Background: an optimization exercise with open tools, aiming at small area. Do not read the settings as production practice. In this exercise RTL edits were held to simulation tests only and were not proved equivalent to the original. No activity file was given, so power comes from the tool's default toggle rates.

==> inputs of 09-06 <==
==> flow/design.v <==
module regfile(
    input  wire        clk,
    input  wire        rst,
    input  wire        wr,
    input  wire [1:0]  addr1,
    input  wire [1:0]  addr2,
    input  wire [1:0]  addr3,
    input  wire [31:0] data3,
    output wire [31:0] data1,
    output wire [31:0] data2
);
    localparam [31:0] C0 = 32'h12345678;
    localparam [31:0] C1 = 32'h9ABCDEF0;
    localparam [31:0] C2 = 32'hFFFFFFFF;
    localparam [31:0] C3 = 32'h00000001;
    reg [31:0] register [0:3];
    wire [31:0] keep = {32{~rst}};
    wire [31:0] load = {32{rst}};
    always @(posedge clk) begin
        register[0] <= (register[0] & keep) | (C0 & load);
        register[1] <= (register[1] & keep) | (C1 & load);
        register[2] <= (register[2] & keep) | (C2 & load);
        register[3] <= (register[3] & keep) | (C3 & load);
        if (wr)
            register[addr3] <= data3;
    end
    wire [3:0] s1 = 4'b0001 << addr1;
    wire [3:0] s2 = 4'b0001 << addr2;
    wire [31:0] r0 = register[0];
    wire [31:0] r1 = register[1];
    wire [31:0] r2 = register[2];
    wire [31:0] r3 = register[3];
    assign data1 = ({32{s1[0]}} & r0) | ({32{s1[1]}} & r1) |
                   ({32{s1[2]}} & r2) | ({32{s1[3]}} & r3);
    assign data2 = ({32{s2[0]}} & r0) | ({32{s2[1]}} & r1) |
                   ({32{s2[2]}} & r2) | ({32{s2[3]}} & r3);
endmodule
module ALU(
    input  wire [31:0] A,
    input  wire [31:0] B,
    input  wire [2:0]  ALUControl,
    output wire [31:0] Result,
    output wire        Zero
);
    wire op_add = (ALUControl == 3'b000);
    wire op_sub = (ALUControl == 3'b001);
    wire op_and = (ALUControl == 3'b010);
    wire op_xor = (ALUControl == 3'b011);
    wire op_slt = (ALUControl == 3'b101);
    wire inv    = op_sub | op_slt;       
    wire arith  = op_add | op_sub;
    wire en_s   = arith | op_xor;       
    wire [31:0] p  = A ^ B ^ {32{inv}};
    wire [31:0] g  = A & ~p & {32{~op_xor}};
    wire [7:0] bg, bp;
    genvar k, j;
    generate
        for (k = 0; k < 8; k = k + 1) begin : blk
            assign bg[k] = g[4*k+3] | (p[4*k+3] & g[4*k+2]) |
                           (p[4*k+3] & p[4*k+2] & g[4*k+1]) |
                           (p[4*k+3] & p[4*k+2] & p[4*k+1] & g[4*k]);
            assign bp[k] = &p[4*k+3:4*k];
        end
    endgenerate
    wire [7:0] g0 = {bg[7:1], bg[0] | (bp[0] & inv)};
    wire [7:0] p0 = {bp[7:1], 1'b0};
    wire [7:0] g1, p1;
    wire [7:0] g2, p2;
    wire [7:0] g3, p3;
    generate
        for (k = 0; k < 8; k = k + 1) begin : l1
            if (k % 2 == 1) begin : m
                assign g1[k] = g0[k] | (p0[k] & g0[k-1]);
                assign p1[k] = p0[k] & p0[k-1];
            end else begin : n
                assign g1[k] = g0[k];
                assign p1[k] = p0[k];
            end
        end
        for (k = 0; k < 8; k = k + 1) begin : l2
            if (k % 4 >= 2) begin : m
                assign g2[k] = g1[k] | (p1[k] & g1[(k/4)*4+1]);
                assign p2[k] = p1[k] & p1[(k/4)*4+1];
            end else begin : n
                assign g2[k] = g1[k];
                assign p2[k] = p1[k];
            end
        end
        for (k = 0; k < 8; k = k + 1) begin : l3
            if (k >= 4) begin : m
                assign g3[k] = g2[k] | (p2[k] & g2[3]);
                assign p3[k] = p2[k] & p2[3];
            end else begin : n
                assign g3[k] = g2[k];
                assign p3[k] = p2[k];
            end
        end
    endgenerate
    wire [32:0] c;
    assign c[0] = inv;
    generate
        for (k = 0; k < 8; k = k + 1) begin : bc
            if (k > 0) begin : cin
                assign c[4*k] = g3[k-1];
            end
            for (j = 1; j < 4; j = j + 1) begin : rip
                assign c[4*k+j] = g[4*k+j-1] | (p[4*k+j-1] & c[4*k+j-1]);
            end
        end
    endgenerate
    assign c[32] = g3[7];
    wire [31:0] sum = p ^ c[31:0];
    wire less = ~c[32];                  
    assign Result = ({32{en_s}} & sum) | ({32{op_and}} & g) |
                    {31'b0, op_slt & less};
    assign Zero = ~|Result;
endmodule
module Datapath(
    input  wire           clk,
    input  wire           rst,
    input  wire           wr,
    input  wire [2:0]     ALUControl,
    input  wire [1:0]     addr1,
    input  wire [1:0]     addr2,
    input  wire [1:0]     addr3,
    output wire           Zero,
    output wire [31:0]    Result
);
    wire [31:0] data1;
    wire [31:0] data2;
    regfile rf (
        .clk(clk), .rst(rst), .wr(wr),
        .addr1(addr1), .addr2(addr2), .addr3(addr3),
        .data3(Result), .data1(data1), .data2(data2)
    );
    ALU alu_unit (
        .A(data1), .B(data2), .ALUControl(ALUControl),
        .Result(Result), .Zero(Zero)
    );
endmodule
==> flow/flow/run.sh <==
#!/bin/bash
# Own flow: the standard synthesis, then its combinational logic re-mapped
# by ABC with an area-oriented script (flip-flops untouched), then the
# standard layout steps from floorplan to finish.
set -euo pipefail
W=$PWD
R=$W/orfs/results/$FLOW_PLATFORM/Datapath/base
LIB=$FLOW_HOME/platforms/$FLOW_PLATFORM/lib/sky130_fd_sc_hd__tt_025C_1v80.lib

bash standard.sh synth > $W/synth_standard.log 2>&1
cp $R/1_2_yosys.v $W/synth_standard.v

DONTUSE=$(sed -n '/DONT_USE_CELLS +=/,/^#/p' $FLOW_HOME/platforms/$FLOW_PLATFORM/config.mk \
    | grep -o 'sky130_fd_sc_hd__[a-z0-9_]*' | sed 's/^/-dont_use /' | tr '\n' ' ')
sed -e "s#@IN@#$W/synth_standard.v#" -e "s#@OUT@#$W/synth_remap.v#" -e "s#@LIB@#$LIB#g" \
    -e "s#@ABC@#$W/flow/remap.abc#" -e "s#@DONTUSE@#$DONTUSE#" $W/flow/remap.ys > $W/remap_run.ys
yosys -q -l $W/remap.log $W/remap_run.ys > /dev/null 2>&1

cp $W/synth_remap.v $R/1_2_yosys.v
rm -f $R/1_synth.odb
bash standard.sh synth > $W/synth_odb.log 2>&1
bash standard.sh REMOVE_ABC_BUFFERS=1 \
    "BUFFER_PORTS_ARGS=-buffer_cell sky130_fd_sc_hd__buf_1" \
    "CTS_ARGS=-sink_clustering_enable -repair_clock_nets -buf_list sky130_fd_sc_hd__clkbuf_8 -sink_clustering_size 24 -sink_clustering_max_diameter 80 -dont_use_dummy_load" \
    finish > $W/layout.log 2>&1
==> flow/flow/remap.abc <==
strash
&get -n
&dch -f
&nf -R 1000
&put
topo
stime -c
==> flow/flow/remap.ys <==
# Re-map the combinational logic of the standard synthesis netlist with a
# different ABC script; the flip-flops (kept as black boxes) and their
# names are left exactly as the standard synthesis made them.
read_verilog @IN@
read_liberty -overwrite -ignore_miss_func @LIB@
setattr -mod -set blackbox 1 sky130_fd_sc_hd__df* sky130_fd_sc_hd__edf* sky130_fd_sc_hd__sdf* sky130_fd_sc_hd__sedf*
hierarchy -top Datapath
flatten
opt_clean -purge
abc -liberty @LIB@ @DONTUSE@ -script @ABC@
read_liberty -lib -overwrite -ignore_miss_func @LIB@
opt_clean -purge
splitnets
opt_clean -purge
hilomap -singleton -hicell sky130_fd_sc_hd__conb_1 HI -locell sky130_fd_sc_hd__conb_1 LO
insbuf -buf sky130_fd_sc_hd__buf_4 A X
check -assert
stat -liberty @LIB@
select Datapath
write_verilog -noattr -nohex -nodec -selected @OUT@
==> flow/standard.sh <==
#!/bin/bash
# synth_recipe.tcl (not shown) runs the flow's synth.tcl, then flattens the netlist and writes it again
# the make line also repeats each setting of config.mk as NAME=value (left out here)
make -C /OpenROAD-flow-scripts/flow DESIGN_CONFIG=/design/flow/config.mk WORK_HOME=/design/flow/orfs CLKGATE_MAP_FILE= SYNTH_SCRIPT=/design/flow/synth_recipe.tcl "${@:-finish}"
==> flow/config.mk <==
export PLATFORM = sky130hd
export DESIGN_NAME = Datapath
export DESIGN_NICKNAME = Datapath
export VERILOG_FILES = /design/flow/design.v
export SDC_FILE = /design/flow/constraint.sdc
export NUM_CORES = 4
export LEC_CHECK = 0
export ABC_AREA = 1
export CAP_MARGIN = 20
export CORE_MARGIN = 2
export CORE_UTILIZATION = 40
export SLEW_MARGIN = 20
==> flow/constraint.sdc <==
create_clock -name core_clock -period 8.5 [get_ports {clk}]
set_input_delay 1.7000 -clock core_clock [delete_from_list [all_inputs] [get_ports {clk}]]
set_output_delay 1.7000 -clock core_clock [all_outputs]
set_load 0.01 [all_outputs]
==> inputs of 09-27, as changes to 09-06 <==
==> flow/design.v, changed modules only <==
module regfile(
    input  wire        clk,
    input  wire        rst,
    input  wire        wr,
    input  wire [1:0]  addr1,
    input  wire [1:0]  addr2,
    input  wire [1:0]  addr3,
    input  wire [31:0] data3,
    output wire [31:0] data1,
    output wire [31:0] data2
);
    localparam [31:0] C0 = 32'h12345678;
    localparam [31:0] C1 = 32'h9ABCDEF0;
    localparam [31:0] C2 = 32'hFFFFFFFF;
    localparam [31:0] C3 = 32'h00000001;
    reg [31:0] register [0:3];
    wire [31:0] keep = {32{~rst}};
    wire [31:0] load = {32{rst}};
    always @(posedge clk) begin
        register[0] <= (register[0] & keep) | (C0 & load);
        register[1] <= (register[1] & keep) | (C1 & load);
        register[2] <= (register[2] & keep) | (C2 & load);
        register[3] <= (register[3] & keep) | (C3 & load);
        if (wr)
            register[addr3] <= data3;
    end
    assign data1 = register[addr1];
    assign data2 = register[addr2];
endmodule
module ALU(
    input  wire [31:0] A,
    input  wire [31:0] B,
    input  wire [2:0]  ALUControl,
    output wire [31:0] Result,
    output wire        Zero
);
    wire op_add = (ALUControl == 3'b000);
    wire op_sub = (ALUControl == 3'b001);
    wire op_and = (ALUControl == 3'b010);
    wire op_xor = (ALUControl == 3'b011);
    wire op_slt = (ALUControl == 3'b101);
    wire inv    = op_sub | op_slt;       
    wire arith  = op_add | op_sub;
    wire [31:0] bx = B ^ {32{inv}};
    wire [31:0] p  = A ^ bx;
    wire [31:0] g  = A & bx;
    wire [7:0] bg, bp;
    genvar k, j;
    generate
        for (k = 0; k < 8; k = k + 1) begin : blk
            assign bg[k] = g[4*k+3] | (p[4*k+3] & g[4*k+2]) |
                           (p[4*k+3] & p[4*k+2] & g[4*k+1]) |
                           (p[4*k+3] & p[4*k+2] & p[4*k+1] & g[4*k]);
            assign bp[k] = &p[4*k+3:4*k];
        end
    endgenerate
    wire [7:0] g0 = {bg[7:1], bg[0] | (bp[0] & inv)};
    wire [7:0] p0 = {bp[7:1], 1'b0};
    wire [7:0] g1, p1;
    wire [7:0] g2, p2;
    wire [7:0] g3, p3;
    generate
        for (k = 0; k < 8; k = k + 1) begin : l1
            if (k % 2 == 1) begin : m
                assign g1[k] = g0[k] | (p0[k] & g0[k-1]);
                assign p1[k] = p0[k] & p0[k-1];
            end else begin : n
                assign g1[k] = g0[k];
                assign p1[k] = p0[k];
            end
        end
        for (k = 0; k < 8; k = k + 1) begin : l2
            if (k % 4 >= 2) begin : m
                assign g2[k] = g1[k] | (p1[k] & g1[(k/4)*4+1]);
                assign p2[k] = p1[k] & p1[(k/4)*4+1];
            end else begin : n
                assign g2[k] = g1[k];
                assign p2[k] = p1[k];
            end
        end
        for (k = 0; k < 8; k = k + 1) begin : l3
            if (k >= 4) begin : m
                assign g3[k] = g2[k] | (p2[k] & g2[3]);
                assign p3[k] = p2[k] & p2[3];
            end else begin : n
                assign g3[k] = g2[k];
                assign p3[k] = p2[k];
            end
        end
    endgenerate
    wire [32:0] c;
    assign c[0] = inv;
    generate
        for (k = 0; k < 8; k = k + 1) begin : bc
            if (k > 0) begin : cin
                assign c[4*k] = g3[k-1];
            end
            for (j = 1; j < 4; j = j + 1) begin : rip
                assign c[4*k+j] = g[4*k+j-1] | (p[4*k+j-1] & c[4*k+j-1]);
            end
        end
    endgenerate
    assign c[32] = g3[7];
    wire [31:0] sum = p ^ c[31:0];
    wire less = ~c[32];                  
    assign Result = ({32{arith}} & sum) | ({32{op_and}} & g) |
                    ({32{op_xor}} & p) | {31'b0, op_slt & less};
    assign Zero = ~|Result;
endmodule
==> flow/run.sh (new file) <==
#!/bin/bash
# synth_recipe.tcl (not shown) runs the flow's synth.tcl, then flattens the netlist and writes it again
# the make line also repeats each setting of config.mk as NAME=value (left out here)
make -C /OpenROAD-flow-scripts/flow DESIGN_CONFIG=/design/flow/config.mk WORK_HOME=/design/flow/orfs CLKGATE_MAP_FILE= SYNTH_SCRIPT=/design/flow/synth_recipe.tcl finish
removed: flow/flow/run.sh
removed: flow/flow/remap.abc
removed: flow/flow/remap.ys
removed: flow/standard.sh
==> inputs of 01-05, as changes to 09-06 <==
==> flow/design.v, changed modules only <==
module ALU(
    input  wire [31:0] A,
    input  wire [31:0] B,
    input  wire [2:0]  ALUControl,
    output wire [31:0] Result,
    output wire        Zero
);
    wire op_add = (ALUControl == 3'b000);
    wire op_sub = (ALUControl == 3'b001);
    wire op_and = (ALUControl == 3'b010);
    wire op_xor = (ALUControl == 3'b011);
    wire op_slt = (ALUControl == 3'b101);
    wire inv    = op_sub | op_slt;       
    wire arith  = op_add | op_sub;
    wire en_s   = arith | op_xor;        
    wire [31:0] p  = A ^ B ^ {32{inv}};
    wire [31:0] g  = A & ~p & {32{~op_xor}};
    wire [7:0] bg, bp;
    assign bg[0] = (g[3]) |
                   (p[3] & g[2]) |
                   (p[3] & p[2] & g[1]) |
                   (p[3] & p[2] & p[1] & g[0]);
    assign bp[0] = &p[3:0];
    assign bg[1] = (g[7]) |
                   (p[7] & g[6]) |
                   (p[7] & p[6] & g[5]) |
                   (p[7] & p[6] & p[5] & g[4]);
    assign bp[1] = &p[7:4];
    assign bg[2] = (g[11]) |
                   (p[11] & g[10]) |
                   (p[11] & p[10] & g[9]) |
                   (p[11] & p[10] & p[9] & g[8]);
    assign bp[2] = &p[11:8];
    assign bg[3] = (g[15]) |
                   (p[15] & g[14]) |
                   (p[15] & p[14] & g[13]) |
                   (p[15] & p[14] & p[13] & g[12]);
    assign bp[3] = &p[15:12];
    assign bg[4] = (g[19]) |
                   (p[19] & g[18]) |
                   (p[19] & p[18] & g[17]) |
                   (p[19] & p[18] & p[17] & g[16]);
    assign bp[4] = &p[19:16];
    assign bg[5] = (g[23]) |
                   (p[23] & g[22]) |
                   (p[23] & p[22] & g[21]) |
                   (p[23] & p[22] & p[21] & g[20]);
    assign bp[5] = &p[23:20];
    assign bg[6] = (g[27]) |
                   (p[27] & g[26]) |
                   (p[27] & p[26] & g[25]) |
                   (p[27] & p[26] & p[25] & g[24]);
    assign bp[6] = &p[27:24];
    assign bg[7] = (g[31]) |
                   (p[31] & g[30]) |
                   (p[31] & p[30] & g[29]) |
                   (p[31] & p[30] & p[29] & g[28]);
    assign bp[7] = &p[31:28];
    wire cb0 = bg[0] | (bp[0] & inv);
    wire pg1 = bg[1] | (bp[1] & cb0);
    wire pg2 = bg[3] | (bp[3] & bg[2]);
    wire pp2 = bp[3] & bp[2];
    wire pg3 = bg[5] | (bp[5] & bg[4]);
    wire pp3 = bp[5] & bp[4];
    wire pg4 = bg[7] | (bp[7] & bg[6]);
    wire pp4 = bp[7] & bp[6];
    wire pg5 = bg[2] | (bp[2] & pg1);
    wire pg6 = pg2 | (pp2 & pg1);
    wire pg7 = bg[6] | (bp[6] & pg3);
    wire pp7 = bp[6] & pp3;
    wire pg8 = pg4 | (pp4 & pg3);
    wire pp8 = pp4 & pp3;
    wire pg9 = bg[4] | (bp[4] & pg6);
    wire pg10 = pg3 | (pp3 & pg6);
    wire pg11 = pg7 | (pp7 & pg6);
    wire pg12 = pg8 | (pp8 & pg6);
    wire [32:0] c;
    assign c[0] = inv;
    assign c[1] = g[0] | (p[0] & c[0]);
    assign c[2] = g[1] | (p[1] & c[1]);
    assign c[3] = g[2] | (p[2] & c[2]);
    assign c[4] = cb0;
    assign c[5] = g[4] | (p[4] & c[4]);
    assign c[6] = g[5] | (p[5] & c[5]);
    assign c[7] = g[6] | (p[6] & c[6]);
    assign c[8] = pg1;
    assign c[9] = g[8] | (p[8] & c[8]);
    assign c[10] = g[9] | (p[9] & c[9]);
    assign c[11] = g[10] | (p[10] & c[10]);
    assign c[12] = pg5;
    assign c[13] = g[12] | (p[12] & c[12]);
    assign c[14] = g[13] | (p[13] & c[13]);
    assign c[15] = g[14] | (p[14] & c[14]);
    assign c[16] = pg6;
    assign c[17] = g[16] | (p[16] & c[16]);
    assign c[18] = g[17] | (p[17] & c[17]);
    assign c[19] = g[18] | (p[18] & c[18]);
    assign c[20] = pg9;
    assign c[21] = g[20] | (p[20] & c[20]);
    assign c[22] = g[21] | (p[21] & c[21]);
    assign c[23] = g[22] | (p[22] & c[22]);
    assign c[24] = pg10;
    assign c[25] = g[24] | (p[24] & c[24]);
    assign c[26] = g[25] | (p[25] & c[25]);
    assign c[27] = g[26] | (p[26] & c[26]);
    assign c[28] = pg11;
    assign c[29] = g[28] | (p[28] & c[28]);
    assign c[30] = g[29] | (p[29] & c[29]);
    assign c[31] = g[30] | (p[30] & c[30]);
    assign c[32] = pg12;
    wire [31:0] sum = p ^ c[31:0];
    wire less = ~c[32];                  
    assign Result = ({32{en_s}} & sum) | ({32{op_and}} & g) |
                    {31'b0, op_slt & less};
    assign Zero = ~|Result;
endmodule
--- a/flow/flow/run.sh
+++ b/flow/flow/run.sh
@@ -21,5 +21,5 @@
 bash standard.sh synth > $W/synth_odb.log 2>&1
 bash standard.sh REMOVE_ABC_BUFFERS=1 \
     "BUFFER_PORTS_ARGS=-buffer_cell sky130_fd_sc_hd__buf_1" \
-    "CTS_ARGS=-sink_clustering_enable -repair_clock_nets -buf_list sky130_fd_sc_hd__clkbuf_8 -sink_clustering_size 24 -sink_clustering_max_diameter 80 -dont_use_dummy_load" \
+    "CTS_ARGS=-sink_clustering_enable -repair_clock_nets -root_buf sky130_fd_sc_hd__clkbuf_16 -buf_list sky130_fd_sc_hd__clkbuf_4 -dont_use_dummy_load" \
     finish > $W/layout.log 2>&1
==> flow/flow/remap.abc (replaced) <==
strash
&get -n
&dch -f
&nf -R 1000 -C 32
&put
topo
stime -c
--- a/flow/config.mk
+++ b/flow/config.mk
@@ -9,4 +9,5 @@
 export CAP_MARGIN = 20
 export CORE_MARGIN = 2
 export CORE_UTILIZATION = 40
+export PLACE_DENSITY = 0.85
 export SLEW_MARGIN = 20
==> qor summary <==
| item | 01-05 | 09-06 | 09-27 |
|---|---|---|---|
| Filler cells | 1,686 | 1,775 | 2,162 |
| Least setup slack across all paths after layout | 0.1938 ns | 0.2312 ns | 0.2071 ns |
| Crit path launch | addr2[1] | addr1[1] | addr2[1] |
| Cell count after placement | 1,213 | 1,229 | 1,656 |
| Actual transition at the worst max-transition pin | 1.114 ns | 0.9068 ns | 0.9703 ns |
| Switch Pwr | 720.7 µW | 745.7 µW | 820.8 µW |
| Non-clock buffers, area share | 0.07875 | 0.09099 | 0.1300 |
| GR met1 Demand/Resource | 0.3275 | 0.3921 | 0.3584 |
| Met2 usage in global routing | 0.4059 | 0.4310 | 0.3973 |
| Outcome | finished clean | finished clean | finished clean |
| Clock buffer count | 17 | 17 | 23 |
| Post-CTS Repair Setup Buffers | 0 | 0 | 2 |
| Placed Area | 7868 µm² | 7970 µm² | 10,220 µm² |
| Share of cells above drive strength 1 | 0.1101 | 0.1230 | 0.1394 |
| Min cycle time layout | 8.306 ns | 8.269 ns | 8.293 ns |
| Clock Network Area Fraction | 0.01777 | 0.02803 | 0.05645 |
| First-pass GRT wire length | 38,580 µm | 40,770 µm | 47,150 µm |
| Share of cell area taken by flip-flops and latches | 0.3138 | 0.3070 | 0.2340 |
| Post-synthesis instance area | 7178 µm² | 7168 µm² | 8755 µm² |
| Starting density of the core | 0.4121 | 0.4116 | 0.4049 |
| Reg2reg setup slack | 3.85 ns | 4.08 ns | 3.98 ns |
| Largest incremental delay on the critical path | 0.35 ns | 0.45 ns | 0.50 ns |
| Final #Nets | 1,022 | 1,038 | 1,467 |
| Via-per-instance ratio | 6.295 | 6.074 | 5.295 |
| Routability-driven placement congestion ratio | 0.9129 | 0.9297 | 0.9262 |
| Reg2Reg Capture Point | rf.register[3][31]$_DFF_P_ | rf.register[0][31]$_DFF_P_ | rf.register[2][31]$_DFF_P_ |

-- afterwards: timing with drivers on the ports --
No port has a modelled driver above. Below, the same layouts with a new extraction and two added sets of constraints. Step 1 (the two cells are an assumption about what drives the block):
set clk [get_ports {clk}]
set_driving_cell -lib_cell sky130_fd_sc_hd__clkbuf_16 $clk
set_driving_cell -lib_cell sky130_fd_sc_hd__buf_2 [delete_from_list [all_inputs] $clk]
Step 2 adds t to the input delays and takes it off the output delays; t is the mean of the earliest and latest rising clock arrival at the registers after step 1. Input paths then give back, and output paths get back, about the clock's delay inside the block. a / b / c = no drivers / after step 1 / after step 2; a / b = the first two.
| run | t (ns) | setup slack, ns | pins driven straight from the clock port |
|---|---|---|---|
| 09-06 | 0.488 | 0.231 / 0.168 / 0.168 | 1 |
| 09-27 | 0.470 | 0.207 / 0.177 / 0.177 | 1 |
| 01-05 | 0.412 | 0.194 / 0.164 / 0.164 | 1 |
After both steps every run listed still meets setup and hold. The setup slack of 09-06, which loses most, moves by -0.063 ns with the drivers and by -0.063 ns with both steps.
